Context: an optimization exercise on an open-source flow, tuned for small area, a short achievable clock period and few clock cycles. The choices shown serve that exercise and are no tape-out recipe. No run shown here included a check of the RTL's function; only the layout flow was run. Power and IR drop assume default switching activity.

$ cat flow/config.mk
export PLATFORM = sky130hd
export DESIGN_NAME = div_fsm
export DESIGN_NICKNAME = div_fsm
export VERILOG_FILES = /design/flow/design.v
export SDC_FILE = /design/flow/constraint.sdc
export NUM_CORES = 4
export LEC_CHECK = 0
export ABC_CLOCK_PERIOD_IN_PS = 3000
export CAP_MARGIN = 20
export CORE_MARGIN = 2
export CORE_UTILIZATION = 40
export CTS_BUF_LIST = sky130_fd_sc_hd__clkbuf_4 sky130_fd_sc_hd__clkbuf_8
export SETUP_SLACK_MARGIN = 2.5
export SLEW_MARGIN = 20
$ cat flow/flow/run.sh
#!/bin/bash
# The standard layout, with buf_1 as the port buffer cell instead of the
# cell buffer_ports picks by default.
set -euo pipefail
export BUFFER_PORTS_ARGS="-buffer_cell sky130_fd_sc_hd__buf_1"
bash standard.sh > standard.log 2>&1
$ cat flow/standard.sh
#!/bin/bash
# synth_recipe.tcl (not shown) runs the flow's synth.tcl, then flattens the netlist and writes it again
# the make line also repeats each setting of config.mk as NAME=value (left out here)
make -C /OpenROAD-flow-scripts/flow DESIGN_CONFIG=/design/flow/config.mk WORK_HOME=/design/flow/orfs CLKGATE_MAP_FILE= SYNTH_SCRIPT=/design/flow/synth_recipe.tcl "${@:-finish}"
$ cat flow/constraint.sdc
create_clock -name core_clock -period 6.0 [get_ports {clk}]
set_input_delay 1.2000 -clock core_clock [delete_from_list [all_inputs] [get_ports {clk}]]
set_output_delay 1.2000 -clock core_clock [all_outputs]
set_load 0.01 [all_outputs]
$ cat flow/design.v
module div_fsm#(
    parameter   DATAWIDTH = 10'd57
)
(
    input                         clk,
    input                         rst_n,
    input                         en,
    input     [DATAWIDTH-1:0]     dividend,
    input     [DATAWIDTH-1:0]     divisor,
    output                        ready,
    output    [DATAWIDTH-1:0]     quotient,
    output    [DATAWIDTH-1:0]     remainder,
    output                        vld_out
);
localparam W  = DATAWIDTH;
localparam K1 = 27;              
localparam K2 = 3;               
reg  [W-1:0] r_q;                
reg  [W-1:0] r_r;                
reg  [W-1:0] r_d;                
reg  [5:0]   r_cnt;              
reg          r_busy;
reg          r_vld;
assign ready     = ~r_busy;
assign vld_out   = r_vld;
assign quotient  = r_q;
assign remainder = r_r;
wire start = en & ~r_busy;
wire [W+K1-1:0] x1 = {r_r, r_q[W-1:W-K1]};
wire [W+K2-1:0] x2 = {r_r, r_q[W-1:W-K2]};
wire sk1 = (r_cnt >= K1) & ~|x1[W+K1-1:W] & (x1[W-1:0] < r_d);
wire sk2 = (r_cnt >= K2) & ~|x2[W+K2-1:W] & (x2[W-1:0] < r_d);
wire [W:0]   x0   = {r_r, r_q[W-1]};
wire [W+1:0] diff = {1'b0, x0} - {2'b00, r_d};
wire         qb   = ~diff[W+1];
always @(posedge clk or negedge rst_n) begin
    if (!rst_n) begin
        r_busy <= 1'b0;
        r_vld  <= 1'b0;
        r_cnt  <= 6'd0;
    end else begin
        r_vld <= 1'b0;
        if (start) begin
            r_busy <= 1'b1;
            r_cnt  <= W;
        end else if (r_busy) begin
            if (sk1) begin
                r_cnt <= r_cnt - K1;
                if (r_cnt == K1) begin r_busy <= 1'b0; r_vld <= 1'b1; end
            end else if (sk2) begin
                r_cnt <= r_cnt - K2;
                if (r_cnt == K2) begin r_busy <= 1'b0; r_vld <= 1'b1; end
            end else begin
                r_cnt <= r_cnt - 1'b1;
                if (r_cnt == 6'd1) begin r_busy <= 1'b0; r_vld <= 1'b1; end
            end
        end
    end
end
always @(posedge clk) begin
    if (start) begin
        r_q <= dividend;
        r_d <= divisor;
        r_r <= {W{1'b0}};
    end else if (r_busy) begin
        if (sk1) begin
            r_r <= x1[W-1:0];
            r_q <= {r_q[W-K1-1:0], {K1{1'b0}}};
        end else if (sk2) begin
            r_r <= x2[W-1:0];
            r_q <= {r_q[W-K2-1:0], {K2{1'b0}}};
        end else begin
            r_r <= qb ? diff[W-1:0] : x0[W-1:0];
            r_q <= {r_q[W-2:0], qb};
        end
    end
end
endmodule
==> flow_summary.json, run 1 <==
{
  "swShare": 0.518,
  "min_period_ns": 3.54,
  "max_slew.worst_pin.slew_ns": 0.903,
  "core.rowCount": 70,
  "cts_made_buffers": 17,
  "globalRouteTotalUtil": 0.303,
  "sequentialPowerShare": 0.245,
  "port_buffers": 232,
  "biggest_area_contributors_in_the_synthesized_netlist": "sky130_fd_sc_hd__edfxtp_1 23%, sky130_fd_sc_hd__ha_1 15%, sky130_fd_sc_hd__dfxtp_1 7.7%, sky130_fd_sc_hd__o21ai_0 6.0%, sky130_fd_sc_hd__a21oi_1 5.0%",
  "area_growth_pct": 22.8,
  "power.leakage_nw": 7.38,
  "number_of_antenna_violations_at_the_first_check_in_global_routing": 1,
  "clock_power_share": 0.079,
  "setup_tns_ns": 0,
  "global_route_wire_length_before_repair_um": 88500,
  "yosys.area.top_type": "sky130_fd_sc_hd__edfxtp_1",
  "hp-class": "flip-flop to flip-flop",
  "clock_tree.root_cell": "sky130_fd_sc_hd__clkbuf_8",
  "synth_fp_nets": 2028,
  "fin_nets": 2291,
  "detail_route.first_pass.iterations": 5,
  "run_status": "timing/DRC/antenna clean",
  "synth_top_area_frac": 0.232,
  "post_route_cells_drive_above_1_share": 0.149,
  "critical_path.startpoint_type": "flip-flop",
  "clock-sinks": 179,
  "final.period_utilization": 0.591,
  "worstPathRequired_ns": 6.41,
  "post_synth_inst_count": 1738,
  "routabilityCongestion": 0.967,
  "place_hpwl_um": 41500,
  "p_sw_mw": 5.79,
  "initial_core_util": 0.405,
  "via_count_of_the_first_global_routing_pass": 14800,
  "timing.final.setup_violations": 0,
  "utilization_after_layout": 0.497,
  "ys_ff_latch": 179,
  "crit_path_max_fanout": 12,
  "cts_hold_buffers": 0,
  "power_per_cell_area_nw_per_um2": 617,
  "share_comb_of_total_power": 0.676,
  "clock_skew_ns": 0.0158,
  "route.vias.total": 15500,
  "finalMaxSlewViolations": 0,
  "synthArstFlopShare": 0.0447,
  "yosys_warnings": 1,
  "die-height_um": 196,
  "viasPerCell": 6.23,
  "syn-cell-area_um2": 14700,
  "worst-setup-path-type": "flip-flop to flip-flop",
  "final_ant_viol_nets": 0,
  "cp_data_arrival_time_ns": 3.95,
  "die-area_um2": 38400,
  "diodes": 0,
  "drc_errors": 0,
  "cts_max_path_buffers": 2,
  "drtIter0Drc": 1340,
  "timing.critical_path.to_type": "flip-flop",
  "cts.htree.levels": 4,
  "power_report.internal_total_mw": 5.39,
  "slew_headroom": 0.398,
  "synth_enable_flop_cells": 114,
  "seq_area_frac_synth": 0.323,
  "route.detailed.wl_per_inst_um": 24.8,
  "rsz0062_at_grt": "true",
  "core-area_um2": 36400,
  "die_x_um": 196,
  "postRouteWirelength_um": 61500,
  "grt_start_max_net_pins": 86,
  "ys.flop_type": "sky130_fd_sc_hd__edfxtp_1",
  "final_hold_viol_count": 0,
  "max-vdd-ir-drop_uv": 268,
  "globalRoute.totalOverflow": 0,
  "yosysUniqueCellTypes": 89,
  "cts_tree": "done",
  "cap_violations": 0,
  "syn_area_per_cell_um2": 8.48,
  "cts.reportedPaths.clkPinSlew_ns": 0.11,
  "io_pins": 233,
  "hold-worst-slack_ns": 0.546,
  "skew_pair_late_insertion_delay_ns": 0.53,
  "fmax_ghz": 0.282
}
final cells by class:
type                       instances  area, µm²
clock inverter                    14        140
tap                              468        586
fill                            3573      18300
sequential                       179       4800
inverter                         109        412
timing repair buffer             332       2080
multi-input combinational       1362       9850
clock buffer                      18        241
cell families (layout without fill, tap and decap cells):
| group | after synthesis | count (layout) | share of synthesized area |
|---|---|---|---|
| AO/OA/AOI/OAI | 609 | 612 | 0.259 |
| XOR/XNOR | 52 | 52 | 0.0309 |
| adder cells (fa/ha/maj) | 174 | 174 | 0.148 |
| buffers and inverters | 204 | 473 | 0.0587 |
| flip-flops | 179 | 179 | 0.323 |
| multiplexers | 39 | 39 | 0.0266 |
| AND/OR/NAND/NOR | 481 | 485 | 0.154 |
sequential cells by signal (all words and copies together), names as in the netlist:
register / flops
r_cnt: 6
r_q: 57
r_vld: 1
r_r: 57
r_d: 57
r_busy: 1
path summary, 6_finish.rpt:
path                                              to  slack (ns)                 start  cells after the start
worst max register to register  r_r[38]$_SDFFE_PP0P_        2.46     r_q[56]$_DFFE_PP_                     15
min in group asynchronous            r_vld$_DFF_PN0_        0.59                 rst_n                      1
worst min-delay path            r_r[46]$_SDFFE_PP0P_        0.55  r_r[43]$_SDFFE_PP0P_                      2
worst min register to register  r_r[46]$_SDFFE_PP0P_        0.55  r_r[43]$_SDFFE_PP0P_                      2
worst max-delay path            r_r[38]$_SDFFE_PP0P_        2.46     r_q[56]$_DFFE_PP_                     15
max in group asynchronous       r_cnt[0]$_DFFE_PN0P_        5.04                 rst_n                      1
critical path, cell delays in order (launching register included):
cell,delay (ns)
sky130_fd_sc_hd__edfxtp_1,0.45
sky130_fd_sc_hd__inv_2,0.11
sky130_fd_sc_hd__ha_4,0.14
sky130_fd_sc_hd__inv_2,0.03
sky130_fd_sc_hd__fa_2,0.33
sky130_fd_sc_hd__a21o_1,0.19
sky130_fd_sc_hd__a311o_1,0.37
sky130_fd_sc_hd__a21oi_4,0.20
sky130_fd_sc_hd__o21ai_4,0.07
sky130_fd_sc_hd__o211ai_1,0.29
sky130_fd_sc_hd__a31o_2,0.34
sky130_fd_sc_hd__o31a_4,0.28
sky130_fd_sc_hd__bufbuf_16,0.33
sky130_fd_sc_hd__nor2_1,0.06
sky130_fd_sc_hd__a21oi_1,0.14
sky130_fd_sc_hd__o21ai_1,0.08
power groups by stage:
stage / clock, mW / sequential, mW / combinational, mW
global route: 0.940 / 2.79 / 8.15
floorplan: 0 / 2.58 / 4.13
global placement: 0 / 2.69 / 5.90
CTS: 0.900 / 2.68 / 6.78
detailed placement: 0 / 2.70 / 5.97
finish: 0.883 / 2.74 / 7.56
cell usage after synthesis, types with 5 or more instances:
| cell | number |
|---|---|
| sky130_fd_sc_hd__o22ai_1 | 6 |
| sky130_fd_sc_hd__a31oi_1 | 8 |
| sky130_fd_sc_hd__ha_1 | 172 |
| sky130_fd_sc_hd__edfxtp_1 | 114 |
| sky130_fd_sc_hd__buf_2 | 16 |
| sky130_fd_sc_hd__clkbuf_1 | 60 |
| sky130_fd_sc_hd__nor2_1 | 84 |
| sky130_fd_sc_hd__buf_1 | 6 |
| sky130_fd_sc_hd__and2_1 | 6 |
| sky130_fd_sc_hd__and3_1 | 9 |
| sky130_fd_sc_hd__nor2b_1 | 5 |
| sky130_fd_sc_hd__a221o_1 | 8 |
| sky130_fd_sc_hd__a22oi_1 | 38 |
| sky130_fd_sc_hd__nand4_1 | 34 |
| sky130_fd_sc_hd__nand2_1 | 193 |
| sky130_fd_sc_hd__nor3_1 | 23 |
| sky130_fd_sc_hd__dfxtp_1 | 57 |
| sky130_fd_sc_hd__xnor2_1 | 34 |
| sky130_fd_sc_hd__a21o_1 | 42 |
| sky130_fd_sc_hd__a21oi_1 | 146 |
| sky130_fd_sc_hd__a221oi_1 | 7 |
| sky130_fd_sc_hd__a2111oi_0 | 7 |
| sky130_fd_sc_hd__dfrtp_1 | 8 |
| sky130_fd_sc_hd__nor4_1 | 15 |
| sky130_fd_sc_hd__a22o_1 | 18 |
| sky130_fd_sc_hd__a211oi_1 | 12 |
| sky130_fd_sc_hd__xor2_1 | 18 |
| sky130_fd_sc_hd__nand3_1 | 65 |
| sky130_fd_sc_hd__nand2b_1 | 13 |
| sky130_fd_sc_hd__buf_6 | 6 |
| sky130_fd_sc_hd__o21bai_1 | 11 |
| sky130_fd_sc_hd__a211o_1 | 9 |
| sky130_fd_sc_hd__o21a_1 | 8 |
| sky130_fd_sc_hd__o21ai_1 | 34 |
| sky130_fd_sc_hd__mux2i_1 | 38 |
| sky130_fd_sc_hd__o211ai_1 | 36 |
| sky130_fd_sc_hd__inv_1 | 107 |
| sky130_fd_sc_hd__and3_2 | 5 |
| sky130_fd_sc_hd__o21ai_0 | 178 |
layer usage:
layer | GRT usage | vias up | part of all wire
li1 | - | 7023 | -
met4 | 0.155 | 2 | 0.054
met1 | 0.381 | 7404 | 0.40
met5 | 0 | - | 0.00020
met2 | 0.493 | 837 | 0.46
met3 | 0.0621 | 189 | 0.085
stage by stage:
| step | setup WS [ns] | cells | power (mW) | instance area (µm²) |
|---|---|---|---|---|
| 2_1_floorplan | 2.71 | 1738 | 6.71 | 14700 |
| 3_5_place_dp | 1.18 | 2375 | 8.67 | 16000 |
| 3_3_place_gp | 1.25 | 2375 | 8.59 | 16000 |
| 5_1_grt | 2.32 | 2482 | 11.9 | 18100 |
| 4_1_cts | 2.46 | 2449 | 10.4 | 17200 |
| 6_report | 2.46 | 2482 | 11.2 | 18100 |
cell usage in the layout (no fill, tap or decap), drive strengths merged, types with 7 or more instances in the layout:
master,synthesis,routed
a22oi,38,38
nand4,34,34
o21bai,12,12
a221o,8,8
xnor2,34,34
o211ai,36,36
inv,107,117
buf,31,322
mux2i,38,38
dfxtp,57,57
o21ai,213,213
and2,9,13
a22o,18,18
nor3,23,23
edfxtp,114,114
nand2b,13,13
o21a,8,8
nor4,15,15
nand3,65,65
nor2,85,85
xor2,18,18
a211o,9,9
a211oi,12,12
a31oi,8,8
clkbuf,64,27
nand2,193,193
ha,172,172
a221oi,7,7
a2111oi,8,8
dfrtp,8,8
a21o,44,44
and3,15,15
a21oi,150,150
what timing repair did:
action                                  in CTS  in global routing
gates resized for setup                     84                172
pin swaps                                   22                 58
gates cloned                                13                 12
endpoints found under the setup margin     121                120
buffers inserted                            29                 21
==> run 2: changes to the inputs <==
--- a/flow/design.v
+++ b/flow/design.v
@@ -27,8 +27,40 @@
 assign remainder = r_r;
 wire start = en & ~r_busy;
+reg  [5:0]   r_wb;
+reg  [5:0]   wb_in;
+integer      wi;
+always @(*) begin
+    wb_in = 6'd0;
+    for (wi = 0; wi < W; wi = wi + 1)
+        if (divisor[wi]) wb_in = wi + 1;
+end
+wire [W-1:0] m;
+genvar gi;
+generate
+    for (gi = 0; gi < W; gi = gi + 1) begin : g_m
+        assign m[gi] = (r_wb <= gi + 1);
+    end
+endgenerate
+wire d_nz = (r_wb != 6'd0);
 wire [W+K1-1:0] x1 = {r_r, r_q[W-1:W-K1]};
 wire [W+K2-1:0] x2 = {r_r, r_q[W-1:W-K2]};
-wire sk1 = (r_cnt >= K1) & ~|x1[W+K1-1:W] & (x1[W-1:0] < r_d);
-wire sk2 = (r_cnt >= K2) & ~|x2[W+K2-1:W] & (x2[W-1:0] < r_d);
+wire sk1 = d_nz & (r_cnt >= K1) & ~|x1[W+K1-1:W] & ~|(x1[W-1:0] & m);
+wire sk2 = d_nz & (r_cnt >= K2) & ~|x2[W+K2-1:W] & ~|(x2[W-1:0] & m);
+function [5:0] dec6;
+    input [5:0] a;
+    input [5:0] b;
+    reg   [6:0] bw;
+    integer     i;
+    begin
+        bw[0] = 1'b0;
+        for (i = 0; i < 6; i = i + 1) begin
+            dec6[i]  = a[i] ^ b[i] ^ bw[i];
+            bw[i+1]  = (~a[i] & b[i]) | (~a[i] & bw[i]) | (b[i] & bw[i]);
+        end
+    end
+endfunction
+wire [5:0] cnt_1  = dec6(r_cnt, 6'd1);
+wire [5:0] cnt_k1 = dec6(r_cnt, K1);
+wire [5:0] cnt_k2 = dec6(r_cnt, K2);
 wire [W:0]   x0   = {r_r, r_q[W-1]};
 wire [W+1:0] diff = {1'b0, x0} - {2'b00, r_d};
@@ -46,11 +78,11 @@
         end else if (r_busy) begin
             if (sk1) begin
-                r_cnt <= r_cnt - K1;
+                r_cnt <= cnt_k1;
                 if (r_cnt == K1) begin r_busy <= 1'b0; r_vld <= 1'b1; end
             end else if (sk2) begin
-                r_cnt <= r_cnt - K2;
+                r_cnt <= cnt_k2;
                 if (r_cnt == K2) begin r_busy <= 1'b0; r_vld <= 1'b1; end
             end else begin
-                r_cnt <= r_cnt - 1'b1;
+                r_cnt <= cnt_1;
                 if (r_cnt == 6'd1) begin r_busy <= 1'b0; r_vld <= 1'b1; end
             end
@@ -62,4 +94,5 @@
         r_q <= dividend;
         r_d <= divisor;
+        r_wb <= wb_in;
         r_r <= {W{1'b0}};
     end else if (r_busy) begin
--- a/flow/config.mk
+++ b/flow/config.mk
@@ -10,5 +10,4 @@
 export CORE_MARGIN = 2
 export CORE_UTILIZATION = 40
-export CTS_BUF_LIST = sky130_fd_sc_hd__clkbuf_4 sky130_fd_sc_hd__clkbuf_8
 export SETUP_SLACK_MARGIN = 2.5
 export SLEW_MARGIN = 20
==> run 2 against run 1 <==
  * Combinational power shrank 35%
  * Sequential power grew 11%
  * Largest power group unchanged
  * Critical path depth shrank 1
  * Largest cell class unchanged
  * Synthesized cell count grew 0.46%
  * Highest routed layer is now met4
  * Clock skew is essentially flat
==> flow_summary.json, run 2 <==
{
  "clock_tree.root_cell": "sky130_fd_sc_hd__clkbuf_16",
  "cts.reportedPaths.clkPinSlew_ns": 0.08,
  "swShare": 0.509,
  "core.rowCount": 70,
  "die_x_um": 196,
  "clock-sinks": 185,
  "die-area_um2": 38300,
  "r2r_setup_slack_ns": 2.54,
  "hold-path-endpoint": "r_vld$_DFF_PN0_",
  "port_buffers": 232,
  "holdPathStages": 1,
  "reg2reg_from": "r_wb[3]$_SDFFCE_PP1P_",
  "crit_path_max_fanout": 34,
  "initial_core_util": 0.404,
  "power_mw": 9.06,
  "core-area_um2": 36300,
  "power_report.internal_total_mw": 4.45,
  "routabilityCongestion": 1.04,
  "worst_slack_ns": 2.54,
  "place_worst_setup_slack_ns": 1.53,
  "drtIter0Drc": 1846,
  "place_hpwl_um": 45300,
  "cp_data_arrival_time_ns": 3.81,
  "worstHoldStart": "r_cnt[2]$_DFFE_PN0P_",
  "final_common_cell": "sky130_fd_sc_hd__buf_1",
  "viasPerCell": 6.38,
  "final_hold_viol_count": 0,
  "share_comb_of_total_power": 0.543,
  "ys_ff_latch": 185,
  "ys.flop_type": "sky130_fd_sc_hd__edfxtp_1",
  "power.leakage_nw": 6.42,
  "cts_max_path_buffers": 2,
  "p_sw_mw": 4.61,
  "diodes": 0,
  "route.detailed.wl_per_inst_um": 25.5,
  "max-vdd-ir-drop_uv": 243,
  "globalRouteMet1Util": 0.431,
  "sequentialPowerShare": 0.334,
  "reg_top3": "r_d (57), r_q (57), r_r (57)",
  "globalRouteMet2Util": 0.501,
  "fin_nets": 2161,
  "dp_cells": 2380,
  "cts_made_buffers": 17,
  "slew_headroom": 0.444,
  "timing.critical_path.to_type": "flip-flop",
  "seq_area_frac_synth": 0.337,
  "utilization_after_layout": 0.477,
  "global_route.peak_usage_layer": "met2",
  "globalRoute.totalOverflow": 0,
  "biggest_area_contributors_in_the_synthesized_netlist": "sky130_fd_sc_hd__edfxtp_1 25%, sky130_fd_sc_hd__dfxtp_1 7.8%, sky130_fd_sc_hd__ha_1 5.6%, sky130_fd_sc_hd__o21ai_0 5.1%, sky130_fd_sc_hd__a21oi_1 4.8%",
  "yosys_warnings": 1,
  "synth.cells.most_frequent": "169 x sky130_fd_sc_hd__nand2_1, 149 x sky130_fd_sc_hd__o21ai_0, 142 x sky130_fd_sc_hd__a21oi_1, 133 x sky130_fd_sc_hd__nor2_1, 120 x sky130_fd_sc_hd__edfxtp_1",
  "postRouteWirelength_um": 62700,
  "area_growth_pct": 17.9,
  "detail_route.first_pass.iterations": 6,
  "hold-worst-slack_ns": 0.550,
  "final.period_utilization": 0.576,
  "power_per_cell_area_nw_per_um2": 523,
  "hp-class": "flip-flop to flip-flop",
  "worst_r2r_endpoint": "r_r[49]$_SDFFE_PP0P_",
  "critical_path.startpoint_type": "flip-flop",
  "global_route_wire_length_before_repair_um": 91800,
  "globalRouteTotalUtil": 0.317,
  "ff2ff_path_depth": 14,
  "syn-cell-area_um2": 14700,
  "yosysUniqueCellTypes": 88,
  "max_slew.worst_pin.slew_ns": 0.834,
  "final_ant_viol_nets": 0,
  "cts.htree.levels": 4,
  "io_pins": 233,
  "route.vias.total": 15700,
  "groute.layer.met3.usage": 0.0506,
  "post_synth_inst_count": 1746,
  "run_status": "timing/DRC/antenna clean",
  "synth_enable_flop_cells": 120,
  "grt_start_max_net_pins": 89,
  "timing.final.setup_violations": 0,
  "cap_violations": 0,
  "post_route_cells_drive_above_1_share": 0.112,
  "die-height_um": 196,
  "syn_area_per_cell_um2": 8.41,
  "drc_errors": 0,
  "fmax_ghz": 0.289,
  "cts_hold_buffers": 0,
  "worstPathRequired_ns": 6.36,
  "finalMaxSlewViolations": 0,
  "dpl_cell_area_um2": 15900,
  "layout.cells.most_common_list": "232 x sky130_fd_sc_hd__buf_1, 166 x sky130_fd_sc_hd__nand2_1, 147 x sky130_fd_sc_hd__o21ai_0",
  "cts_tree": "done",
  "finish.instance_area_um2": 17300,
  "setup_tns_ns": 0,
  "synthArstFlopShare": 0.0432,
  "clock_power_share": 0.123,
  "synth_top_area_frac": 0.245,
  "fin_cells": 2458,
  "synth_fp_nets": 1930,
  "worst-setup-path-type": "flip-flop to flip-flop",
  "rsz0062_at_grt": "true",
  "min_period_ns": 3.46,
  "synthMostInstantiatedCell": "sky130_fd_sc_hd__nand2_1",
  "clock_skew_ns": 0.0156,
  "skew_pair_late_insertion_delay_ns": 0.47,
  "number_of_antenna_violations_at_the_first_check_in_global_routing": 0,
  "via_count_of_the_first_global_routing_pass": 14600,
  "yosys.area.top_type": "sky130_fd_sc_hd__edfxtp_1"
}
run 2: changes by cell type in the layout (fill, tap and decap cells not counted), sizes merged, moves of 14 or more:
cell,before,now
ha,172,66
o21ai,213,161
nor2,85,135
a211oi,12,45
mux2i,38,70
nand3,65,40
nand2,193,169
a31oi,8,27
o221ai,1,16
o211ai,36,22
run 2: worst max path at each step:
stage                                      end  cells after the start  slack (ns)                   from
after floorplan           r_r[31]$_SDFFE_PP0P_                     14        2.59      r_q[56]$_DFFE_PP_
after global routing      r_cnt[5]$_DFFE_PN0P_                     17        2.41  r_wb[4]$_SDFFCE_PP1P_
after global placement    r_r[17]$_SDFFE_PP0P_                     14        1.70      r_q[56]$_DFFE_PP_
after detailed placement  r_r[30]$_SDFFE_PP0P_                     14        1.53      r_q[56]$_DFFE_PP_
final                     r_r[49]$_SDFFE_PP0P_                     14        2.54  r_wb[3]$_SDFFCE_PP1P_
after CTS                 r_r[30]$_SDFFE_PP0P_                     11        2.42   r_r[29]$_SDFFE_PP0P_
run 2: area by class of cell:
| class | count | area, µm² |
|---|---|---|
| clock buffers | 18 | 429 |
| inverters | 111 | 424 |
| multi-input cells | 1350 | 9160 |
| flip-flops and latches | 185 | 4970 |
| repair buffers | 312 | 1640 |
| well taps | 468 | 586 |
| fillers | 3663 | 19000 |
| clock inverters | 14 | 116 |
run 2: power by group through the flow:
stage | clock network [mW] | registers, mW | logic, mW
after floorplan | 0 | 2.64 | 2.92
after global placement | 0 | 2.98 | 4.51
after detailed placement | 0 | 2.98 | 4.55
after CTS | 1.11 | 2.95 | 4.68
after global routing | 1.16 | 3.04 | 5.35
final | 1.11 | 3.03 | 4.92
run 2: kinds of logic (layout without fill, tap and decap cells):
family,count (synthesis),after routing,synth area share
fa+ha+maj,67,67,0.0576
simple gates,502,504,0.163
mux,74,74,0.0508
flops,185,185,0.337
compound gates,659,659,0.298
buf+inv,213,455,0.0672
xor+xnor,46,46,0.0274
run 2: worst max-delay path, cell delays in order (launching register included):
cell                        delay (ns)
sky130_fd_sc_hd__edfxtp_1         0.46
sky130_fd_sc_hd__buf_4            0.24
sky130_fd_sc_hd__inv_2            0.14
sky130_fd_sc_hd__nor2_1           0.26
sky130_fd_sc_hd__o21ai_0          0.13
sky130_fd_sc_hd__a211oi_1         0.31
sky130_fd_sc_hd__o2111ai_1        0.22
sky130_fd_sc_hd__nor4b_4          0.33
sky130_fd_sc_hd__buf_6            0.18
sky130_fd_sc_hd__buf_16           0.21
sky130_fd_sc_hd__nor2_1           0.06
sky130_fd_sc_hd__buf_4            0.20
sky130_fd_sc_hd__o21ai_4          0.17
sky130_fd_sc_hd__nor2_1           0.12
sky130_fd_sc_hd__a221o_1          0.27
run 2: metal layers:
metal / wire [µm] / share of wire
met2: 28400 / 0.45
met3: 5390 / 0.086
met5: 0 / 0
met4: 2350 / 0.037
met1: 26500 / 0.42
run 2: timing repair:
action / CTS / global route
pin swaps: 4 / 15
gates resized for setup: 46 / 69
setup buffers: 27 / 15
gates cloned: 1 / 3
endpoints found under the setup margin: 120 / 115
==> run 3: changes to the inputs <==
--- a/flow/config.mk
+++ b/flow/config.mk
@@ -10,4 +10,4 @@
 export CORE_MARGIN = 2
 export CORE_UTILIZATION = 40
-export SETUP_SLACK_MARGIN = 2.5
+export SETUP_SLACK_MARGIN = 3.0
 export SLEW_MARGIN = 20
==> run 3 against run 2 <==
  * Sequential share of layout area shrank 5.0 points
  * Power is 18% higher
  * Largest cell class unchanged
  * Critical path type unchanged
  * Die area unchanged
==> flow_summary.json, run 3 <==
{
  "synth_fp_nets": 1930,
  "worst-setup-path-type": "flip-flop to flip-flop",
  "core-area_um2": 36300,
  "syn_area_per_cell_um2": 8.41,
  "crit_path_max_fanout": 8,
  "multi_input_logic_area_um2": 10700,
  "synth_enable_flop_cells": 120,
  "clock-sinks": 185,
  "clock_tree.root_cell": "sky130_fd_sc_hd__clkbuf_16",
  "die-area_um2": 38300,
  "seq_area_frac_synth": 0.337,
  "yosys_warnings": 1,
  "cts_tree": "done",
  "cts_made_buffers": 17,
  "cap_violations": 0,
  "dpl_cell_area_um2": 16200,
  "viasPerCell": 6.44,
  "max_slew.worst_pin.slew_ns": 0.843,
  "io_pins": 233,
  "swShare": 0.498,
  "finish.instance_area_um2": 21200,
  "cp_data_arrival_time_ns": 3.71,
  "cts_max_path_buffers": 2,
  "synthArstFlopShare": 0.0432,
  "place_hpwl_um": 45300,
  "number_of_antenna_violations_at_the_first_check_in_global_routing": 0,
  "routabilityCongestion": 0.988,
  "drtIter0Drc": 1948,
  "globalRoute.totalOverflow": 0,
  "final_ant_viol_nets": 0,
  "slew_headroom": 0.438,
  "syn-cell-area_um2": 14700,
  "global_route_wire_length_before_repair_um": 101000,
  "via_count_of_the_first_global_routing_pass": 15800,
  "finalMaxSlewViolations": 0,
  "synthMostInstantiatedCell": "sky130_fd_sc_hd__nand2_1",
  "ys_ff_latch": 185,
  "drc_errors": 0,
  "setup_tns_ns": 0,
  "rsz0062_at_grt": "true",
  "die_x_um": 196,
  "timing.critical_path.to_type": "flip-flop",
  "final_hold_viol_count": 0,
  "port_buffers": 232,
  "power_per_cell_area_nw_per_um2": 506,
  "fin_nets": 2336,
  "clock_skew_ns": 0.0180,
  "num-fill-cells": 3206,
  "postRouteWirelength_um": 69800,
  "area_growth_pct": 44.1,
  "final_common_cell": "sky130_fd_sc_hd__buf_1",
  "globalRouteTotalUtil": 0.351,
  "min_period_ns": 3.34,
  "final.period_utilization": 0.557,
  "route.detailed.wl_per_inst_um": 26.5,
  "yosysUniqueCellTypes": 88,
  "yosys.area.top_type": "sky130_fd_sc_hd__edfxtp_1",
  "synth.cells.most_frequent": "169 x sky130_fd_sc_hd__nand2_1, 149 x sky130_fd_sc_hd__o21ai_0, 142 x sky130_fd_sc_hd__a21oi_1, 133 x sky130_fd_sc_hd__nor2_1, 120 x sky130_fd_sc_hd__edfxtp_1",
  "ys.flop_type": "sky130_fd_sc_hd__edfxtp_1",
  "post_synth_inst_count": 1746,
  "grt_start_max_net_pins": 109,
  "seqCellArea_um2": 5010,
  "detail_route.first_pass.iterations": 6,
  "synth_top_area_frac": 0.245,
  "worstPathRequired_ns": 6.37,
  "cts.htree.levels": 4,
  "core.rowCount": 70,
  "power.leakage_nw": 7.93,
  "power_report.internal_total_mw": 5.38,
  "max-vdd-ir-drop_uv": 278,
  "route.vias.total": 17000,
  "hold-worst-slack_ns": 0.549,
  "skew_pair_late_insertion_delay_ns": 0.48,
  "run_status": "timing/DRC/antenna clean",
  "cts_hold_buffers": 0,
  "fmax_ghz": 0.299,
  "layout.cells.most_common_list": "226 x sky130_fd_sc_hd__buf_1, 156 x sky130_fd_sc_hd__nand2_1, 139 x sky130_fd_sc_hd__buf_4",
  "initial_core_util": 0.404,
  "critical_path.startpoint_type": "flip-flop",
  "p_sw_mw": 5.33,
  "reg_top3": "r_d (57), r_q (57), r_r (57)",
  "timing.final.setup_violations": 0,
  "diodes": 0,
  "cts.reportedPaths.clkPinSlew_ns": 0.08,
  "share_comb_of_total_power": 0.606,
  "die-height_um": 196,
  "post_route_cells_drive_above_1_share": 0.287,
  "sequentialPowerShare": 0.282,
  "biggest_area_contributors_in_the_synthesized_netlist": "sky130_fd_sc_hd__edfxtp_1 25%, sky130_fd_sc_hd__dfxtp_1 7.8%, sky130_fd_sc_hd__ha_1 5.6%, sky130_fd_sc_hd__o21ai_0 5.1%, sky130_fd_sc_hd__a21oi_1 4.8%",
  "hp-class": "flip-flop to flip-flop",
  "clock_power_share": 0.111
}
run 3: changes by cell type in the layout (fill, tap and decap cells not counted), moves of 15 or more:
cell	previous run	this run
sky130_fd_sc_hd__mux2i_1	70	52
sky130_fd_sc_hd__a211oi_2	4	20
sky130_fd_sc_hd__a21oi_1	138	107
sky130_fd_sc_hd__buf_6	6	57
sky130_fd_sc_hd__a21oi_2	5	29
sky130_fd_sc_hd__buf_4	64	139
sky130_fd_sc_hd__o21ai_1	11	78
sky130_fd_sc_hd__ha_4	1	16
sky130_fd_sc_hd__a211oi_1	41	22
sky130_fd_sc_hd__buf_12	4	26
sky130_fd_sc_hd__o21ai_2	2	19
sky130_fd_sc_hd__ha_1	62	45
sky130_fd_sc_hd__o21ai_0	147	61
run 3: path summary, 6_finish.rpt:
path                                           start                    to  slack [ns]  cells past startpoint
worst max-delay path               r_q[40]$_DFFE_PP_   r_r[6]$_SDFFE_PP0P_        2.66                     11
worst min-delay path            r_cnt[0]$_DFFE_PN0P_  r_cnt[0]$_DFFE_PN0P_        0.55                      1
worst max register to register     r_q[40]$_DFFE_PP_   r_r[6]$_SDFFE_PP0P_        2.66                     11
worst min register to register  r_cnt[0]$_DFFE_PN0P_  r_cnt[0]$_DFFE_PN0P_        0.55                      1
max in group asynchronous                      rst_n  r_cnt[4]$_DFFE_PN0P_        5.07                      1
min in group asynchronous                      rst_n  r_cnt[0]$_DFFE_PN0P_        0.63                      1
run 3: cell type report:
type | count | share of cell area
repair inverters | 1 | 0.000414
multi-input cells | 1353 | 0.507
flip-flops and latches | 185 | 0.237
well taps | 468 | 0.0277
clock inverters | 15 | 0.00721
clock buffers | 17 | 0.0201
repair buffers | 483 | 0.180
inverters | 111 | 0.0215
run 3: power groups by stage:
stage	logic (mW)	clock network, mW	registers (mW)
floorplan	3.13	0	2.65
global placement	4.79	0	2.95
detailed placement	4.81	0	2.95
CTS	5.85	1.20	2.90
global route	6.89	1.24	3.03
finish	6.49	1.19	3.02
run 3: kinds of logic after synthesis:
| group | synth area share |
|---|---|
| buffers and inverters | 0.0672 |
| muxes | 0.0508 |
| and+or+nand+nor | 0.163 |
| xor gates and xnor gates | 0.0274 |
| AOI/OAI and AO/OA | 0.298 |
| DFF | 0.337 |
| adders and majority gates | 0.0576 |
run 3: worst max-delay path, stage by stage, from the launching register on:
cell,delay (ns)
sky130_fd_sc_hd__edfxtp_1,0.66
sky130_fd_sc_hd__nor2b_1,0.24
sky130_fd_sc_hd__o21ai_0,0.32
sky130_fd_sc_hd__nand4_1,0.13
sky130_fd_sc_hd__a2111o_1,0.31
sky130_fd_sc_hd__or4_4,0.49
sky130_fd_sc_hd__and4b_4,0.43
sky130_fd_sc_hd__buf_6,0.12
sky130_fd_sc_hd__buf_8,0.13
sky130_fd_sc_hd__a221o_1,0.15
sky130_fd_sc_hd__a21boi_2,0.19
sky130_fd_sc_hd__a21oi_1,0.06
run 3: timing repair:
action                     in CTS  in global routing
gates cloned                   20                  4
setup endpoints to repair     166                179
pin swaps                     136                109
resized for setup             384                185
setup buffers                 146                 43
run 3: through the flow:
step                      setup WS, ns  total power, mW  utilization  instances
after global placement            1.50             7.74        0.446       2388
after floorplan                   2.81             5.77            -       1746
after CTS                         2.72             9.95        0.548       2586
final                             2.66             10.7        0.582       2633
after detailed placement          1.57             7.76        0.446       2388
after global routing              2.59             11.2        0.582       2633
run 3: per-layer routing:
metal  routed length, µm  up-vias  GRT usage
li1                    -     7431          -
met1               27500     8167      0.446
met2               31100     1082      0.555
met3                7060      288     0.0767
met4                4090        0      0.193
met5                   0        -          0
==> run 4: changes to the inputs <==
==> flow/design.v (replaced) <==
module div_fsm#(
    parameter   DATAWIDTH = 10'd57
)
(
    input                         clk,
    input                         rst_n,
    input                         en,
    input     [DATAWIDTH-1:0]     dividend,
    input     [DATAWIDTH-1:0]     divisor,
    output                        ready,
    output    [DATAWIDTH-1:0]     quotient,
    output    [DATAWIDTH-1:0]     remainder,
    output                        vld_out
);
localparam W  = DATAWIDTH;
localparam K1 = 16;              
localparam K2 = 4;               
reg  [W-1:0] r_q;                
reg  [W:0]   r_r;                
reg  [W-1:0] r_d;                
reg  [5:0]   r_cnt;              
reg          r_busy;
reg          r_vld;
assign ready     = ~r_busy;
assign vld_out   = r_vld;
assign quotient  = r_q;
assign remainder = r_r[W-1:0];
wire start = en & ~r_busy;
wire neg   = r_r[W];
wire corr  = (r_cnt == 6'd0);    
wire [W-1:0] m;
genvar gi;
generate
    for (gi = 0; gi < W; gi = gi + 1) begin : g_m
        if (gi == W-1) begin : g_top
            assign m[gi] = 1'b1;
        end else begin : g_rest
            assign m[gi] = ~|r_d[W-1:gi+1];
        end
    end
endgenerate
wire d_nz = |r_d;
wire [W+K1-1:0] x1 = {r_r[W-1:0], r_q[W-1:W-K1]};
wire [W+K2-1:0] x2 = {r_r[W-1:0], r_q[W-1:W-K2]};
wire sk1 = ~neg & d_nz & (r_cnt >= K1) & ~|x1[W+K1-1:W] & ~|(x1[W-1:0] & m);
wire sk2 = ~neg & d_nz & (r_cnt >= K2) & ~|x2[W+K2-1:W] & ~|(x2[W-1:0] & m);
wire [W+1:0] opa = corr ? {r_r[W], r_r} : {r_r, r_q[W-1]};
wire [W+1:0] opb = neg ? {2'b00, r_d} : ~{2'b00, r_d};
wire [W+1:0] sum = opa + opb + {{(W+1){1'b0}}, ~neg};
wire         qb  = ~sum[W+1];
always @(posedge clk or negedge rst_n) begin
    if (!rst_n) begin
        r_busy <= 1'b0;
        r_vld  <= 1'b0;
        r_cnt  <= 6'd0;
    end else begin
        r_vld <= 1'b0;
        if (start) begin
            r_busy <= 1'b1;
            r_cnt  <= W;
        end else if (r_busy) begin
            if (corr) begin
                r_busy <= 1'b0;
                r_vld  <= 1'b1;
            end else if (sk1) begin
                r_cnt <= r_cnt - K1;
                if (r_cnt == K1) begin r_busy <= 1'b0; r_vld <= 1'b1; end
            end else if (sk2) begin
                r_cnt <= r_cnt - K2;
                if (r_cnt == K2) begin r_busy <= 1'b0; r_vld <= 1'b1; end
            end else begin
                r_cnt <= r_cnt - 1'b1;
                if (r_cnt == 6'd1 && qb) begin r_busy <= 1'b0; r_vld <= 1'b1; end
            end
        end
    end
end
always @(posedge clk) begin
    if (start) begin
        r_q <= dividend;
        r_d <= divisor;
        r_r <= {(W+1){1'b0}};
    end else if (r_busy) begin
        if (corr) begin
            r_r <= sum[W:0];
        end else if (sk1) begin
            r_r <= {1'b0, x1[W-1:0]};
            r_q <= {r_q[W-K1-1:0], {K1{1'b0}}};
        end else if (sk2) begin
            r_r <= {1'b0, x2[W-1:0]};
            r_q <= {r_q[W-K2-1:0], {K2{1'b0}}};
        end else begin
            r_r <= sum[W:0];
            r_q <= {r_q[W-2:0], qb};
        end
    end
end
endmodule
==> flow/run.sh (new file) <==
#!/bin/bash
# synth_recipe.tcl (not shown) runs the flow's synth.tcl, then flattens the netlist and writes it again
# the make line also repeats each setting of config.mk as NAME=value (left out here)
make -C /OpenROAD-flow-scripts/flow DESIGN_CONFIG=/design/flow/config.mk WORK_HOME=/design/flow/orfs CLKGATE_MAP_FILE= SYNTH_SCRIPT=/design/flow/synth_recipe.tcl finish
removed: flow/flow/run.sh
removed: flow/standard.sh
==> run 4 against run 3 <==
  * Final area is 3.8% higher
  * Clock-buffer cell count stayed put
  * Hold slack better by 0.0067 ns
  * Wire length is 2.1% higher
  * Setup slack worse by 0.56 ns
  * Non-clock buffer count is 27 lower
  * Power is 51% higher
  * Global-route usage is 0.87 points higher
  * Core utilization is 3.5 points higher
  * Sequential cell count is 5 lower
  * Cell count is 0.19% lower
==> flow_summary.json, run 4 <==
{
  "run_status": "timing/DRC/antenna clean",
  "synthArstFlopShare": 0.0444,
  "met1Wirelength_um": 27200,
  "synth_compound_gate_area_share": 0.238,
  "post_synth_inst_count": 1767,
  "biggest_area_contributors_in_the_synthesized_netlist": "sky130_fd_sc_hd__edfxtp_1 24%, sky130_fd_sc_hd__nand2_1 10%, sky130_fd_sc_hd__dfxtp_1 8.1%, sky130_fd_sc_hd__ha_1 5.7%, sky130_fd_sc_hd__xnor2_1 5.4%",
  "post_route_cells_drive_above_1_share": 0.258,
  "yosysUniqueCellTypes": 90,
  "met3_length_um": 8210,
  "top_signal_layer_used": "met4",
  "postRouteWirelength_um": 71200,
  "clock_skew_ns": 0.0226,
  "ys_ff_latch": 180,
  "min_period_ns": 3.90,
  "initial_core_util": 0.405,
  "die-height_um": 194,
  "final_common_cell": "sky130_fd_sc_hd__nand2_1",
  "core-area_um2": 35600,
  "fmax_ghz": 0.256,
  "synthMuxAreaShare": 0.0535,
  "rsz0062_at_grt": "true",
  "worst-setup-path-type": "flip-flop to flip-flop",
  "syn_area_per_cell_um2": 8.16,
  "synth.cells.most_frequent": "392 x sky130_fd_sc_hd__nand2_1, 145 x sky130_fd_sc_hd__o21ai_0, 114 x sky130_fd_sc_hd__edfxtp_1, 110 x sky130_fd_sc_hd__a21oi_1, 89 x sky130_fd_sc_hd__xnor2_1",
  "clock-sinks": 180,
  "diodes": 0,
  "slew_headroom": 0.382,
  "crit_start": "r_cnt[4]$_DFFE_PN0P_",
  "cts_max_path_buffers": 2,
  "power.leakage_nw": 9.06,
  "synth_xor_xnor_area_share": 0.0680,
  "grt_start_max_net_pins": 56,
  "ys.flop_type": "sky130_fd_sc_hd__edfxtp_1",
  "synth_fp_nets": 1951,
  "setup_tns_ns": 0,
  "met2WireLength_um": 32100,
  "dpl_cell_area_um2": 17300,
  "route.detailed.wl_per_inst_um": 27.1,
  "critical_path.startpoint_type": "flip-flop",
  "max-vdd-ir-drop_uv": 407,
  "route.vias.total": 16700,
  "global_route_wire_length_before_repair_um": 103000,
  "die-area_um2": 37600,
  "synth_simple_gate_area_share": 0.208,
  "viasPerCell": 6.37,
  "synth_enable_flop_cells": 114,
  "max_flop_register": "r_r",
  "reg_top3": "r_r (58), r_d (57), r_q (57)",
  "yosys.area_share.adder": 0.0587,
  "num-fill-cells": 2990,
  "max_slew.worst_pin.slew_ns": 0.923,
  "r2r_setup_slack_ns": 2.10,
  "via_count_of_the_first_global_routing_pass": 16000,
  "drc_errors": 0,
  "synth_top_area_frac": 0.237,
  "worstSetupEndpoint": "r_r[55]$_SDFFE_PP0P_",
  "clock_tree.root_cell": "sky130_fd_sc_hd__clkbuf_16",
  "cts_made_buffers": 17,
  "reg2reg_from": "r_cnt[4]$_DFFE_PN0P_",
  "cap_violations": 0,
  "hp-class": "flip-flop to flip-flop",
  "number_of_antenna_violations_at_the_first_check_in_global_routing": 0,
  "io_pins": 233,
  "combinational_family_with_the_most_area_after_synthesis": "compound AO/OA/AOI/OAI gates",
  "area_growth_pct": 52.3,
  "power_per_cell_area_nw_per_um2": 735,
  "synthMostInstantiatedCell": "sky130_fd_sc_hd__nand2_1",
  "detail_route.first_pass.iterations": 6,
  "seq_area_frac_synth": 0.332,
  "globalRoute.totalOverflow": 0,
  "finish.instance_area_um2": 22000,
  "core.rowCount": 69,
  "finalMaxSlewViolations": 0,
  "fin_cells": 2628,
  "routabilityCongestion": 1.01,
  "ff2ff_path_depth": 21,
  "worstPathRequired_ns": 6.35,
  "skew_pair_late_insertion_delay_ns": 0.48,
  "place_hpwl_um": 42800,
  "worst_r2r_endpoint": "r_r[55]$_SDFFE_PP0P_",
  "largest_reg_flops": 58,
  "crit_path_max_fanout": 5,
  "cts.reportedPaths.clkPinSlew_ns": 0.08,
  "cts.htree.levels": 4,
  "final_ant_viol_nets": 0,
  "layout.cells.most_common_list": "354 x sky130_fd_sc_hd__nand2_1, 232 x sky130_fd_sc_hd__clkdlybuf4s50_1, 154 x sky130_fd_sc_hd__buf_4",
  "final.period_utilization": 0.651,
  "syn-cell-area_um2": 14400,
  "fin_nets": 2338,
  "globalRouteTotalUtil": 0.360,
  "yosys.area.top_type": "sky130_fd_sc_hd__edfxtp_1",
  "timing.final.setup_violations": 0,
  "final_hold_viol_count": 0,
  "port_buffers": 232,
  "drtIter0Drc": 1657,
  "yosys_warnings": 1,
  "cts_tree": "done",
  "dp_cells": 2382,
  "hold-worst-slack_ns": 0.556,
  "cp_data_arrival_time_ns": 4.26,
  "die_x_um": 194,
  "timing.critical_path.to_type": "flip-flop"
}
[run 4: changes by cell type after synthesis, sizes merged, moves of 13 or more]
cell and delta:
a211oi -37, a21oi -31, a22oi -20, inv -71, nand2 +225, nor2 -54
o2111ai -13, o211ai -17, o21ai +38, xnor2 +61
[run 4: layout make-up]
cell class / count / area [µm²] / share of cell area
Tap cell: 461 / 577 / 0.0263
Multi-Input combinational cell: 1457 / 11000 / 0.500
Inverter: 40 / 184 / 0.00838
Clock inverter: 15 / 143 / 0.00650
Clock buffer: 17 / 425 / 0.0194
Timing Repair inverter: 2 / 16.3 / 0.000741
Sequential cell: 180 / 4800 / 0.219
Timing Repair Buffer: 456 / 4840 / 0.220
[run 4: kinds of logic (layout without fill, tap and decap cells)]
| logic type | Yosys count | after routing |
|---|---|---|
| simple gates | 657 | 663 |
| compound gates | 538 | 538 |
| flops | 180 | 180 |
| buf+inv | 136 | 530 |
| xor+xnor | 112 | 112 |
| mux | 77 | 77 |
| fa+ha+maj | 67 | 67 |
[run 4: metal layers]
metal	track usage	vias to the layer above
met4	0.166	0
met5	0	-
met2	0.570	1229
met3	0.0852	271
met1	0.464	7970
li1	-	7264
[run 4: worst min-delay path by stage]
stage	start	end	slack, ns	cells after the start
6_report	r_r[48]$_SDFFE_PP0P_	r_r[48]$_SDFFE_PP0P_	0.56	2
5_1_grt	r_r[56]$_SDFFE_PP0P_	r_r[56]$_SDFFE_PP0P_	0.59	2
4_1_cts	r_r[48]$_SDFFE_PP0P_	r_r[48]$_SDFFE_PP0P_	0.56	2
3_5_place_dp	r_r[56]$_SDFFE_PP0P_	r_r[56]$_SDFFE_PP0P_	0.52	2
3_3_place_gp	r_cnt[3]$_DFFE_PN0P_	r_cnt[3]$_DFFE_PN0P_	0.51	1
2_1_floorplan	r_cnt[3]$_DFFE_PN0P_	r_cnt[3]$_DFFE_PN0P_	0.48	1
[run 4: timing repair]
item / 4_1_cts / 5_1_grt
hold endpoints to repair: 0 / 0
gates resized for setup: 330 / 124
setup buffers: 136 / 50
pin swaps: 120 / 84
endpoints found under the setup margin: 201 / 156
hold buffers: 0 / 0
cloned: 25 / 3
[run 4: worst max-delay path, cell delays in order (launching register included)]
cell and delay [ns]:
sky130_fd_sc_hd__dfrtp_2 0.44, sky130_fd_sc_hd__inv_2 0.10, sky130_fd_sc_hd__ha_4 0.18, sky130_fd_sc_hd__nand3_4 0.10
sky130_fd_sc_hd__buf_12 0.16, sky130_fd_sc_hd__buf_12 0.15, sky130_fd_sc_hd__nand2_1 0.12, sky130_fd_sc_hd__nand2_4 0.07
sky130_fd_sc_hd__ha_4 0.30, sky130_fd_sc_hd__a21oi_4 0.06, sky130_fd_sc_hd__buf_4 0.13, sky130_fd_sc_hd__buf_4 0.13
sky130_fd_sc_hd__a31oi_2 0.25, sky130_fd_sc_hd__nand4_1 0.24, sky130_fd_sc_hd__a31oi_4 0.26, sky130_fd_sc_hd__o21ai_4 0.10
sky130_fd_sc_hd__a211oi_4 0.29, sky130_fd_sc_hd__o211ai_1 0.11, sky130_fd_sc_hd__buf_4 0.19, sky130_fd_sc_hd__a31oi_2 0.14
sky130_fd_sc_hd__xnor2_1 0.13, sky130_fd_sc_hd__o221ai_1 0.11
[run 4: power by group]
| group | internal [mW] | total [mW] | switching, mW |
|---|---|---|---|
| registers | 2.00 | 3.24 | 1.24 |
| logic | 5.60 | 11.7 | 6.15 |
| clock network | 0.583 | 1.17 | 0.587 |
[run 4: per-stage QoR]
step | setup WS [ns] | power, mW | utilization
2_1_floorplan | 2.18 | 8.59 | -
3_3_place_gp | 1.57 | 11.6 | 0.487
3_5_place_dp | 1.52 | 11.6 | 0.487
4_1_cts | 2.17 | 14.7 | 0.590
5_1_grt | 1.97 | 16.9 | 0.617
6_report | 2.10 | 16.2 | 0.617
==> run 5: changes to the inputs <==
--- a/flow/config.mk
+++ b/flow/config.mk
@@ -10,4 +10,4 @@
 export CORE_MARGIN = 2
 export CORE_UTILIZATION = 40
-export SETUP_SLACK_MARGIN = 3.0
+export SETUP_SLACK_MARGIN = 2.5
 export SLEW_MARGIN = 20
==> run 5 against run 4 <==
  * Register-to-register slack is essentially flat
  * Synthesized cell count is the same
  * Cell count shrank 1.1%
  * Combinational power is essentially flat
  * Via count is essentially flat
  * Final area shrank 3.3%
  * Setup slack gained 0.0028 ns
  * Core utilization shrank 2.0 points
  * Global-route usage shrank 0.64 points
  * Largest cell class unchanged
==> flow_summary.json, run 5 <==
{
  "run_status": "timing/DRC/antenna clean",
  "ys.flop_type": "sky130_fd_sc_hd__edfxtp_1",
  "setup_tns_ns": 0,
  "cts_tree": "done",
  "worst-setup-path-type": "flip-flop to flip-flop",
  "clock_tree.root_cell": "sky130_fd_sc_hd__clkbuf_16",
  "final_ant_viol_nets": 0,
  "diodes": 0,
  "finish.instance_area_um2": 21200,
  "ys_ff_latch": 180,
  "route.detailed.wl_per_inst_um": 27.1,
  "final_common_cell": "sky130_fd_sc_hd__nand2_1",
  "fmax_ghz": 0.256,
  "multi_input_logic_area_um2": 10700,
  "synth.cells.most_frequent": "392 x sky130_fd_sc_hd__nand2_1, 145 x sky130_fd_sc_hd__o21ai_0, 114 x sky130_fd_sc_hd__edfxtp_1, 110 x sky130_fd_sc_hd__a21oi_1, 89 x sky130_fd_sc_hd__xnor2_1",
  "timing.critical_path.to_type": "flip-flop",
  "clock_skew_ns": 0.0177,
  "place_hpwl_um": 43500,
  "core.rowCount": 69,
  "number_of_antenna_violations_at_the_first_check_in_global_routing": 0,
  "dpl_cell_area_um2": 17200,
  "synthMostInstantiatedCell": "sky130_fd_sc_hd__nand2_1",
  "max-vdd-ir-drop_uv": 395,
  "yosysUniqueCellTypes": 90,
  "routabilityCongestion": 0.966,
  "detail_route.first_pass.iterations": 6,
  "timing.final.setup_violations": 0,
  "synthArstFlopShare": 0.0444,
  "globalRoute.totalOverflow": 0,
  "global_route_wire_length_before_repair_um": 101000,
  "min_period_ns": 3.90,
  "max_flop_register": "r_r",
  "synth_top_area_frac": 0.237,
  "seq_area_frac_synth": 0.332,
  "die_x_um": 194,
  "reg_top3": "r_r (58), r_d (57), r_q (57)",
  "crit_path_max_fanout": 6,
  "via_count_of_the_first_global_routing_pass": 16100,
  "cap_violations": 0,
  "finalMaxSlewViolations": 0,
  "drtIter0Drc": 1738,
  "die-area_um2": 37600,
  "grt_start_max_net_pins": 83,
  "skew_pair_late_insertion_delay_ns": 0.47,
  "max_slew.worst_pin.slew_ns": 1.05,
  "hp-class": "flip-flop to flip-flop",
  "synth_enable_flop_cells": 114,
  "power.leakage_nw": 8.65,
  "postRouteWirelength_um": 70400,
  "initial_core_util": 0.405,
  "final.period_utilization": 0.650,
  "viasPerCell": 6.43,
  "port_buffers": 232,
  "yosys.area.top_type": "sky130_fd_sc_hd__edfxtp_1",
  "final_hold_viol_count": 0,
  "critical_path.startpoint_type": "flip-flop",
  "syn_area_per_cell_um2": 8.16,
  "cts_made_buffers": 17,
  "cts.reportedPaths.clkPinSlew_ns": 0.08,
  "worstPathRequired_ns": 6.36,
  "power_per_cell_area_nw_per_um2": 759,
  "biggest_area_contributors_in_the_synthesized_netlist": "sky130_fd_sc_hd__edfxtp_1 24%, sky130_fd_sc_hd__nand2_1 10%, sky130_fd_sc_hd__dfxtp_1 8.1%, sky130_fd_sc_hd__ha_1 5.7%, sky130_fd_sc_hd__xnor2_1 5.4%",
  "post_route_cells_drive_above_1_share": 0.231,
  "globalRouteTotalUtil": 0.353,
  "fin_nets": 2310,
  "route.vias.total": 16700,
  "post_synth_inst_count": 1767,
  "die-height_um": 194,
  "syn-cell-area_um2": 14400,
  "core-area_um2": 35600,
  "io_pins": 233,
  "slew_headroom": 0.295,
  "yosys_warnings": 1,
  "clock-sinks": 180,
  "synth_fp_nets": 1951,
  "seqCellArea_um2": 4790,
  "cts.htree.levels": 4,
  "area_growth_pct": 47.3,
  "cts_max_path_buffers": 2,
  "drc_errors": 0,
  "cp_data_arrival_time_ns": 4.26,
  "largest_reg_flops": 58,
  "rsz0062_at_grt": "true",
  "layout.cells.most_common_list": "360 x sky130_fd_sc_hd__nand2_1, 232 x sky130_fd_sc_hd__clkdlybuf4s50_1, 137 x sky130_fd_sc_hd__buf_4",
  "num-fill-cells": 3129
}
## run 5: path summary, 6_finish.rpt
kind / slack, ns / start / to / cells after the start
max: 2.10 / r_cnt[2]$_DFFE_PN0P_ / r_r[57]$_SDFFE_PP0P_ / 20
min: 0.54 / r_r[56]$_SDFFE_PP0P_ / r_r[56]$_SDFFE_PP0P_ / 2
max reg2reg: 2.10 / r_cnt[2]$_DFFE_PN0P_ / r_r[57]$_SDFFE_PP0P_ / 20
min reg2reg: 0.54 / r_r[56]$_SDFFE_PP0P_ / r_r[56]$_SDFFE_PP0P_ / 2
max in group asynchronous: 4.64 / rst_n / r_cnt[4]$_DFFE_PN0P_ / 1
min in group asynchronous: 1.04 / rst_n / r_busy$_DFF_PN0_ / 1
## run 5: timing repair
item / in CTS / in global routing
endpoints found under the setup margin: 180 / 137
setup buffers: 113 / 48
gates resized for setup: 247 / 158
pin swaps: 63 / 71
hold buffers: 0 / 0
gates cloned: 16 / 5
## run 5: report_power, final
part | leakage, nW | switching [mW] | total, mW | internal (mW)
registers | 1.71 | 1.24 | 3.24 | 2.00
clock network | 0.299 | 0.608 | 1.26 | 0.648
logic | 6.64 | 6.01 | 11.6 | 5.63
## run 5: metrics by stage
step           total power [mW]  setup slack (ns)  cells  hold WS (ns)   util
3_3_place_gp               11.5             0.935   2385         0.504  0.483
3_5_place_dp               11.5             0.903   2385         0.510  0.483
4_1_cts                    14.7              2.19   2546         0.542  0.567
5_1_grt                    17.0              2.00   2600         0.562  0.597
2_1_floorplan              8.41              2.17   1767         0.484      -
6_report                   16.1              2.10   2600         0.536  0.597
## run 5: worst max-delay path, stage by stage, from the launching register on
cell and delay (ns):
sky130_fd_sc_hd__dfrtp_2 0.42, sky130_fd_sc_hd__inv_2 0.09, sky130_fd_sc_hd__ha_4 0.20, sky130_fd_sc_hd__buf_12 0.15
sky130_fd_sc_hd__and3_4 0.29, sky130_fd_sc_hd__buf_6 0.12, sky130_fd_sc_hd__nand2_1 0.06, sky130_fd_sc_hd__nand2_2 0.08
sky130_fd_sc_hd__ha_4 0.23, sky130_fd_sc_hd__nand2_4 0.09, sky130_fd_sc_hd__nor2_1 0.06, sky130_fd_sc_hd__and4_4 0.17
sky130_fd_sc_hd__a2111oi_4 0.35, sky130_fd_sc_hd__o31ai_2 0.13, sky130_fd_sc_hd__buf_4 0.18, sky130_fd_sc_hd__a21oi_4 0.22
sky130_fd_sc_hd__a31oi_4 0.15, sky130_fd_sc_hd__a31oi_4 0.33, sky130_fd_sc_hd__o21bai_4 0.09, sky130_fd_sc_hd__a32o_1 0.20
sky130_fd_sc_hd__a21o_1 0.17
## run 5: cells by family (layout without fill, tap and decap cells)
logic type	count (synthesis)	count (layout)	synth area share
AOI/OAI and AO/OA	538	539	0.238
and+or+nand+nor	657	665	0.208
muxes	77	77	0.0535
buffers and inverters	136	499	0.0420
adders and majority gates	67	67	0.0586
DFF	180	180	0.332
xor gates and xnor gates	112	112	0.0680
## run 5: layer usage
layer / track usage / vias to the layer above / wire length [µm]
met5: 0 / - / 0
met4: 0.159 / 0 / 3370
met3: 0.0878 / 260 / 8230
met2: 0.559 / 1213 / 31800
met1: 0.456 / 8032 / 27000
li1: - / 7221 / -
## run 5: final cells by class
type / instances / area share
multi-input combinational: 1460 / 0.504
tap: 461 / 0.0272
sequential: 180 / 0.226
clock inverter: 14 / 0.00848
inverter: 40 / 0.00748
clock buffer: 18 / 0.0207
timing repair buffer: 427 / 0.207
==> run 6: changes to the inputs <==
--- a/flow/design.v
+++ b/flow/design.v
@@ -14,6 +14,6 @@
 );
 localparam W  = DATAWIDTH;
-localparam K1 = 16;              
-localparam K2 = 4;               
+localparam K1 = 27;              
+localparam K2 = 3;               
 reg  [W-1:0] r_q;                
 reg  [W:0]   r_r;                
@@ -22,4 +22,5 @@
 reg          r_busy;
 reg          r_vld;
+reg          r_corr;             
 assign ready     = ~r_busy;
 assign vld_out   = r_vld;
@@ -28,5 +29,5 @@
 wire start = en & ~r_busy;
 wire neg   = r_r[W];
-wire corr  = (r_cnt == 6'd0);    
+wire corr  = r_corr;
 wire [W-1:0] m;
 genvar gi;
@@ -53,7 +54,9 @@
         r_busy <= 1'b0;
         r_vld  <= 1'b0;
+        r_corr <= 1'b0;
         r_cnt  <= 6'd0;
     end else begin
-        r_vld <= 1'b0;
+        r_vld  <= 1'b0;
+        r_corr <= 1'b0;
         if (start) begin
             r_busy <= 1'b1;
@@ -71,5 +74,8 @@
             end else begin
                 r_cnt <= r_cnt - 1'b1;
-                if (r_cnt == 6'd1 && qb) begin r_busy <= 1'b0; r_vld <= 1'b1; end
+                if (r_cnt == 6'd1) begin
+                    if (qb) begin r_busy <= 1'b0; r_vld <= 1'b1; end
+                    else r_corr <= 1'b1;
+                end
             end
         end
==> run 6 against run 5 <==
  * Still clean
  * Sequential share of layout area rose by 0.38 points
  * Synthesized cell count down 2.1%
  * Setup slack better by 0.10 ns
  * Hold slack worse by 0.025 ns
  * Core utilization shrank 0.94 points
  * Synthesized area increased by 1.2%
  * Die area is 1.2% higher
  * Clock skew is 0.0059 ns higher
  * Register-to-register slack better by 0.10 ns
  * Cell count down 3.1%
  * Critical path type unchanged
  * Critical endpoint is now r_r[51]$_SDFFE_PP0P_
  * Largest power group unchanged
  * Highest routed layer is now met5
==> flow_summary.json, run 6 <==
{
  "run_status": "timing/DRC/antenna clean",
  "initial_core_util": 0.408,
  "max_slew.worst_pin.slew_ns": 1.05,
  "dpl_cell_area_um2": 17300,
  "drtIter0Drc": 1699,
  "utilization_after_layout": 0.588,
  "viasPerCell": 6.37,
  "final_ant_viol_nets": 0,
  "cp_slowest_stage_delay_ns": 0.61,
  "timing.critical_path.to_type": "flip-flop",
  "core.rowCount": 69,
  "place_worst_setup_slack_ns": 1.27,
  "ys_ff_latch": 181,
  "synth_enable_flop_cells": 114,
  "setup_tns_ns": 0,
  "cpMostUsedCell": "sky130_fd_sc_hd__or4_4",
  "biggest_area_contributors_in_the_synthesized_netlist": "sky130_fd_sc_hd__edfxtp_1 23%, sky130_fd_sc_hd__dfxtp_1 8.0%, sky130_fd_sc_hd__nand2_1 5.8%, sky130_fd_sc_hd__o21ai_0 5.2%, sky130_fd_sc_hd__ha_1 5.1%",
  "synthArstFlopShare": 0.0497,
  "globalRouteTotalUtil": 0.331,
  "worstSetupEndpoint": "r_r[51]$_SDFFE_PP0P_",
  "critical_path.startpoint_type": "flip-flop",
  "crit_path_cell_trace": "or4_4 -> or4_4 -> nor4_4 -> nand4b_4 -> buf_4 -> o2111a_1 -> and4b_2 -> a21oi_4 -> nand2_1 -> o311ai_0 -> a211oi_1",
  "rsz0062_at_grt": "true",
  "finish.instance_area_um2": 21000,
  "synth.cells.most_frequent": "225 x sky130_fd_sc_hd__nand2_1, 153 x sky130_fd_sc_hd__o21ai_0, 126 x sky130_fd_sc_hd__nor2_1, 119 x sky130_fd_sc_hd__a21oi_1, 114 x sky130_fd_sc_hd__edfxtp_1",
  "synth_fp_nets": 1908,
  "clock_skew_ns": 0.0236,
  "synthMostInstantiatedCell": "sky130_fd_sc_hd__nand2_1",
  "max-vdd-ir-drop_uv": 333,
  "cts_tree": "done",
  "drc_errors": 0,
  "yosys.area.top_type": "sky130_fd_sc_hd__edfxtp_1",
  "routabilityCongestion": 0.988,
  "yosysUniqueCellTypes": 88,
  "global_route_wire_length_before_repair_um": 95400,
  "reg2reg_from": "r_d[54]$_DFFE_PP_",
  "skew_pair_late_insertion_delay_ns": 0.48,
  "layout.cells.most_common_list": "232 x sky130_fd_sc_hd__clkdlybuf4s50_1, 220 x sky130_fd_sc_hd__nand2_1, 114 x sky130_fd_sc_hd__edfxtp_1",
  "timing.final.setup_violations": 0,
  "final_common_cell": "sky130_fd_sc_hd__clkdlybuf4s50_1",
  "number_of_antenna_violations_at_the_first_check_in_global_routing": 3,
  "crit_start": "r_d[54]$_DFFE_PP_",
  "yosys_warnings": 1,
  "postRouteWirelength_um": 67200,
  "worstPathRequired_ns": 6.34,
  "cts_made_buffers": 17,
  "syn-cell-area_um2": 14600,
  "grt_start_max_net_pins": 78,
  "reg_top3": "r_r (58), r_d (57), r_q (57)",
  "hp-class": "flip-flop to flip-flop",
  "globalRoute.totalOverflow": 0,
  "post_synth_inst_count": 1730,
  "largest_reg_flops": 58,
  "die-height_um": 195,
  "synth_top_area_frac": 0.235,
  "post_route_cells_drive_above_1_share": 0.246,
  "slew_headroom": 0.291,
  "max_flop_register": "r_r",
  "min_period_ns": 3.80,
  "dp_cells": 2335,
  "cts.reportedPaths.clkPinSlew_ns": 0.08,
  "via_count_of_the_first_global_routing_pass": 15100,
  "fin_cells": 2519,
  "finalMaxSlewViolations": 0,
  "route.detailed.wl_per_inst_um": 26.7,
  "detail_route.first_pass.iterations": 6,
  "worst-setup-path-type": "flip-flop to flip-flop",
  "cts_hold_buffers": 0,
  "fmax_ghz": 0.263,
  "cap_violations": 0,
  "die_x_um": 195,
  "fin_nets": 2222,
  "route.vias.total": 16100,
  "cts.htree.levels": 4,
  "syn_area_per_cell_um2": 8.44,
  "seq_area_frac_synth": 0.330,
  "worst_r2r_endpoint": "r_r[51]$_SDFFE_PP0P_",
  "clock-sinks": 181,
  "ff2ff_path_depth": 11,
  "io_pins": 233,
  "cp_data_arrival_time_ns": 4.14,
  "ys.flop_type": "sky130_fd_sc_hd__edfxtp_1",
  "power_per_cell_area_nw_per_um2": 693,
  "port_buffers": 232,
  "die-area_um2": 38000,
  "cpMaxStageDelayCell": "sky130_fd_sc_hd__or4_4",
  "r2r_setup_slack_ns": 2.20,
  "place_hpwl_um": 44900,
  "core-area_um2": 35700,
  "area_growth_pct": 43.9,
  "worst_slack_ns": 2.20,
  "cts_max_path_buffers": 2,
  "final_hold_viol_count": 0,
  "clock_tree.root_cell": "sky130_fd_sc_hd__clkbuf_16",
  "power.leakage_nw": 7.95,
  "final.period_utilization": 0.633,
  "crit_path_max_fanout": 6
}
==> run 6: routing by layer <==
layer	global-route usage	vias to the layer above	wire (µm)
met5	0.00894	-	78
met4	0.141	6	3210
met3	0.0803	209	6360
met2	0.537	940	30900
met1	0.420	7770	26700
li1	-	7133	-
==> run 6: cells by family after synthesis <==
| group | Yosys count | synth area share |
|---|---|---|
| flops | 181 | 0.330 |
| fa+ha+maj | 62 | 0.0535 |
| compound gates | 518 | 0.232 |
| buf+inv | 137 | 0.0385 |
| mux | 101 | 0.0740 |
| xor+xnor | 102 | 0.0612 |
| simple gates | 629 | 0.211 |
==> run 6: worst min-delay path by stage <==
stage | slack (ns) | startpoint | cells after the start | endpoint
final | 0.51 | r_r[56]$_SDFFE_PP0P_ | 2 | r_r[56]$_SDFFE_PP0P_
after global routing | 0.54 | r_r[14]$_SDFFE_PP0P_ | 1 | r_r[14]$_SDFFE_PP0P_
after CTS | 0.52 | r_r[56]$_SDFFE_PP0P_ | 2 | r_r[56]$_SDFFE_PP0P_
after detailed placement | 0.51 | r_r[14]$_SDFFE_PP0P_ | 1 | r_r[14]$_SDFFE_PP0P_
after global placement | 0.50 | r_r[14]$_SDFFE_PP0P_ | 1 | r_r[14]$_SDFFE_PP0P_
after floorplan | 0.50 | r_cnt[5]$_DFFE_PN0P_ | 1 | r_cnt[5]$_DFFE_PN0P_
==> run 6: stage by stage <==
stage,power [mW],hold slack (ns)
after global routing,15.4,0.541
after CTS,13.3,0.525
final,14.6,0.511
after floorplan,8.23,0.501
after detailed placement,11.3,0.508
after global placement,11.2,0.504
==> run 6: critical path: cells and delay by family (launching register included) <==
| family | cells | cell delay, ns |
|---|---|---|
| and+or+nand+nor | 6 | 2.09 |
| buffers and inverters | 1 | 0.21 |
| DFF | 1 | 0.49 |
| AOI/OAI and AO/OA | 4 | 0.87 |
==> run 6: repair_timing <==
item                       CTS  global route
pin swaps                   58            81
cloned                       7            10
hold endpoints to repair     0             0
setup endpoints to repair  182           154
setup buffers               65            69
resized for setup          183           234
==> run 6: power breakdown <==
part,switching [mW],internal (mW),leakage [nW]
Combinational,5.39,4.78,5.96
Clock,0.569,0.590,0.272
Sequential,1.24,2.00,1.72
==> run 6: layout make-up <==
type / instances / area [µm²]
diodes: 1 / 2.50
clock buffers: 20 / 447
clock inverters: 12 / 120
fillers: 3210 / 14700
inverters: 29 / 123
multi-input cells: 1420 / 10800
flip-flops and latches: 181 / 4820
well taps: 461 / 577
repair buffers: 395 / 4100

==> port drivers added, routing unchanged <==
Ports are ideal in the flow. The routed layouts listed here were re-timed in OpenROAD. Step 1 assumes that a clkbuf_16 drives the clock port and a buf_2 every other input. Step 2 also shifts input and output timing later by t, the mid clock arrival at the registers, as if the neighbouring blocks saw the same clock. Three values: ideal ports, drivers, drivers and shift; two values: the first two.
| run | t (ns) | setup WS [ns] | worst hold slack (ns) | worst setup path at the end | worst slew at a driven data input, ns |
|---|---|---|---|---|---|
| run 1 | 0.576 | 2.456 / 2.456 / 2.456 | 0.546 / 0.546 / 0.546 | register to register | 0.07 |
| run 2 | 0.512 | 2.545 / 2.545 / 2.284 | 0.550 / 0.550 / 0.550 | input to register | 0.07 |
| run 3 | 0.529 | 2.655 / 2.655 / 2.460 | 0.549 / 0.549 / 0.549 | input to register | 0.07 |
| run 4 | 0.528 | 2.096 / 2.096 / 2.096 | 0.556 / 0.556 / 0.556 | register to register | 0.07 |
| run 5 | 0.522 | 2.098 / 2.098 / 2.098 | 0.536 / 0.536 / 0.536 | register to register | 0.06 |
| run 6 | 0.528 | 2.200 / 2.200 / 1.848 | 0.511 / 0.511 / 0.511 | input to register | 0.09 |
After both steps every run listed still meets setup and hold. For run 6, which loses most, drivers alone change the setup slack by 0.000 ns; drivers and shift together by -0.352 ns.
